Background: an optimization exercise with open tools, aiming at small area and a short achievable clock period. Do not read the settings as production practice. RTL that was checked went through simulation tests only; none was proved equivalent to the original. Power figures rest on the tool's default switching activity, not on a simulated workload.

Setup of maple:
// processor
module processor(clock,reset,imem_addr,imem_data,wb_en,wb_addr,wb_data,flags);
input clock,reset;
output [7:0] imem_addr;
input [15:0] imem_data;
output wb_en;
output [2:0] wb_addr;
output [15:0] wb_data;
output [3:0] flags;
reg [7:0] pc;
reg [15:0] ir;
reg [3:0] fl;             
reg [15:0] rf [0:7];
reg [7:0] rv;
reg [15:0] dm [0:9];
reg [9:0] dv;
reg [14:0] hx, hy;       
reg hc;
reg [15:0] lo;
reg hlv;
reg [15:0] opa, opb;      
reg s_sum, s_shl, s_shr, s_or, s_and, s_mem, s_lo, s_hi;
wire [3:0] op = ir[3:0];
wire [2:0] rd = ir[6:4];
wire [2:0] f  = ir[15:13];
wire [5:0] c6 = ir[15:10];
wire [15:0] sx = {1'b0, {9{c6[5]}}, c6};
wire fZ = fl[3], fN = fl[2], fC = fl[1], fV = fl[0];
wire [15:0] A = opa;
wire [15:0] B = opb;
wire [16:0] sum = {1'b0, A} + {1'b0, B};
wire [16:0] shl = {1'b0, A} << f;
reg [15:0] shr;
integer b;
always @* for (b = 0; b < 16; b = b + 1) shr[b] = shl[15 - b];
wire addok = (op == 4'd0) & ((f == 3'd0) | ((f == 3'd1) & fN) | ((f == 3'd2) & fZ));
wire [16:0] res = ({17{s_sum}} & sum) | ({17{s_shl}} & shl) | ({17{s_shr}} & {1'b0, shr}) |
                  ({17{s_or}} & {1'b0, A | B}) | ({17{s_and}} & {1'b0, A & B});
wire [9:0] hit;
genvar k;
generate
  for (k = 0; k < 10; k = k + 1) begin : g_hit
    wire [15:0] kk = k;
    wire [15:0] t = A ^ sx ^ kk;
  ...
==> flow/config.mk <==
export PLATFORM = sky130hd
export DESIGN_NAME = processor
export DESIGN_NICKNAME = processor
export VERILOG_FILES = /design/flow/design.v
export SDC_FILE = /design/flow/constraint.sdc
export NUM_CORES = 4
export LEC_CHECK = 0
export CAP_MARGIN = 20
export CORE_MARGIN = 2
export CORE_UTILIZATION = 35
export PLACE_DENSITY = 0.8
export SETUP_SLACK_MARGIN = 5
export SLEW_MARGIN = 20
==> flow/constraint.sdc <==
create_clock -name core_clock -period 11.0 [get_ports {clock}]
set_input_delay 2.2000 -clock core_clock [delete_from_list [all_inputs] [get_ports {clock}]]
set_output_delay 2.2000 -clock core_clock [all_outputs]
set_load 0.01 [all_outputs]
run.sh (not shown) runs the stock make flow with config.mk's settings and CLKGATE_MAP_FILE= SYNTH_SCRIPT=/design/flow/synth_recipe.tcl, a recipe that flattens the netlist after the stock synthesis.
maple completed; timing, DRC and antenna clean
## Diff of input files: birch against maple
Settings: PLACE_DENSITY no longer set, was 0.8; ABC_CLOCK_PERIOD_IN_PS now 5000, previously not set.
Notes after the runs:
In birch, the remaining max-slew budget at the tightest pin came out 0.88 points below the value in maple. Share of the clock period used by the worst path ends up lower on birch. Summary of birch over maple: final critical path time including I/O delays and setup saw a decrease; part of the total power dissipated in combinational logic shows a reduction of 0.5 points. Critical path launch point: opa[2]$_DFF_PP0_ -> birch, opb[11]$_DFF_PP0_ -> maple. Taking maple as the reference, in birch share of post-route cells with drive strength above 1 +0.31 points; summed area of non-filler cells in the final layout +410 sq um; count of multi-input combinational gates ~0 delta. Cmp maple and birch / sequential fraction of total cell area / lower: birch.


Another version of the RTL of processor (not shown whole).
For scale: roughly 430 flip-flops, roughly 50 I/O pins, roughly 28000 um^2 of cells after synthesis.
## processor
module processor(clock,reset,imem_addr,imem_data,wb_en,wb_addr,wb_data,flags);
input clock,reset;
output [7:0] imem_addr;
input [15:0] imem_data;
output wb_en;
output [2:0] wb_addr;
output [15:0] wb_data;
output [3:0] flags;
reg [7:0] pc;
reg [15:0] ir;
reg [3:0] fl;             
reg [15:0] rf [0:7];
reg [7:0] rv;
reg [15:0] dm [0:9];
reg [9:0] dv;
reg [14:0] hx, hy;       
reg hc;
reg [3:0] alo;            
reg ac4;                  
reg [15:0] lo;
reg hlv;
integer j;
reg [15:0] opa, opb;      
reg s_sum, s_shl, s_shr, s_or, s_and, s_mem, s_lo, s_hi;
wire [3:0] op = ir[3:0];
wire [2:0] rd = ir[6:4];
wire [2:0] f  = ir[15:13];
wire [5:0] c6 = ir[15:10];
wire [15:0] sx = {1'b0, {9{c6[5]}}, c6};
reg nm;                   
wire mulN;
wire fZ = fl[3], fN = nm ? mulN : fl[2], fC = fl[1], fV = fl[0];
wire [15:0] A = opa;
wire [15:0] B = opb;
wire [16:0] sum = {1'b0, A} + {1'b0, B};
wire [16:0] shl = {1'b0, A} << f;
reg [15:0] shr;
integer bi;
always @* for (bi = 0; bi < 16; bi = bi + 1) shr[bi] = shl[15 - bi];
wire addok = (op == 4'd0) & ((f == 3'd0) | ((f == 3'd1) & fN) | ((f == 3'd2) & fZ));
wire [16:0] res = ({17{s_sum}} & sum) | ({17{s_shl}} & shl) | ({17{s_shr}} & {1'b0, shr}) |
                  ({17{s_or}} & {1'b0, A | B}) | ({17{s_and}} & {1'b0, A & B});
wire ahi0 = &((A[15:5] ^ sx[15:5]) ~^ (A[14:4] | sx[14:4])) & ~(A[4] ^ sx[4] ^ ac4);
wire [9:0] hit = {10{ahi0}} & (10'd1 << alo);
wire [9:0] msel = 10'd1 << alo;
reg [15:0] mword;
always @* begin
  mword = 16'd0;
  for (j = 0; j < 10; j = j + 1)
  ...
make LEC_CHECK=0 ABC_CLOCK_PERIOD_IN_PS=5000 CAP_MARGIN=20 CORE_MARGIN=2 CORE_UTILIZATION=65 CTS_BUF_LIST=sky130_fd_sc_hd__clkbuf_8 CTS_CLUSTER_DIAMETER=60 CTS_CLUSTER_SIZE=16 SETUP_SLACK_MARGIN=5 SLEW_MARGIN=20 finish   # period 11.0 ns
The first run finished clean.
Next try:
--- a/flow/config.mk
+++ b/flow/config.mk
@@ -11 +11 @@
-export CORE_UTILIZATION = 65
+export CORE_UTILIZATION = 35
The changed run ran to the end with no violations.
Final area rises by 3.6%.
Non-clock buffer count grows by 17.
Total power went up by 3.0%.
Worst setup slack gains 45 ps.
Wire length rises by 6.3%.
Clock power grows by about 20%.
Sequential share of layout area fell by 1.5 points.
Fmax rose by 0.75%.
Core utilization is lower by 33 points.
Next try:
--- a/flow/config.mk
+++ b/flow/config.mk
@@ -12,3 +11,0 @@
-export CTS_BUF_LIST = sky130_fd_sc_hd__clkbuf_8
-export CTS_CLUSTER_DIAMETER = 60
-export CTS_CLUSTER_SIZE = 16
After rerunning:
- flip-flop and latch count stays the same
- setup slack got worse by 23 ps
- die area does not change
- routed wire length shrinks by 0.32%
- final area went up by 0.92%
- synthesized cell count stays the same
- power increases by 6.8%
- global-route usage stays flat
- clock skew falls by 24 ps
Next try:
--- a/flow/config.mk
+++ b/flow/config.mk
@@ -11 +11,4 @@
-export CORE_UTILIZATION = 35
+export CORE_UTILIZATION = 50
+export CTS_BUF_LIST = sky130_fd_sc_hd__clkbuf_8
+export CTS_CLUSTER_DIAMETER = 60
+export CTS_CLUSTER_SIZE = 16
What happened:
- The new run finished clean
- power falls by about 5%
- sequential share of layout area increases by 0.84 points
- routed wire length goes up by about 0.4%
No run of this note included a check of the RTL's function; only the layout flow was run.

[port drivers added, routing unchanged]
The flow's constraints put no driver on any port. The routed layouts listed below were extracted and timed again, unchanged, in two steps.
Step 1, drivers: a clkbuf_16 drives clock and a buf_2 each remaining input, both assumed.
Step 2 also shifts input and output timing later by t, the mid clock arrival at the registers, as if the neighbouring blocks saw the same clock.
a / b / c = ideal / step 1 / step 2; a / b = the first two.
run | t (ns) | setup slack, ns | hold WS [ns] | worst setup path after step 2 | pins driven straight from the clock port
maple | 0.640 | 4.967 / 4.907 / 4.897 | 0.508 / 0.508 / 0.508 | input to register | 1
birch | 0.661 | 4.993 / 4.934 / 4.943 | 0.488 / 0.488 / 0.488 | input to register | 1
the first run of note 2 | 0.689 | 4.909 / 4.856 / 4.571 | 0.498 / 0.498 / 0.498 | input to register | 1
the second run of note 2 | 0.733 | 4.954 / 4.893 / 4.597 | 0.493 / 0.493 / 0.493 | input to register | 1
the third run of note 2 | 0.661 | 4.931 / 4.865 / 4.607 | 0.496 / 0.496 / 0.496 | input to register | 1
the fourth run of note 2 | 0.723 | 5.003 / 4.952 / 4.572 | 0.495 / 0.495 / 0.495 | input to register | 1
After both steps setup and hold are still met in every run listed. The setup slack of the fourth run of note 2, which loses most, moves by -0.051 ns with the drivers and by -0.431 ns with both steps.
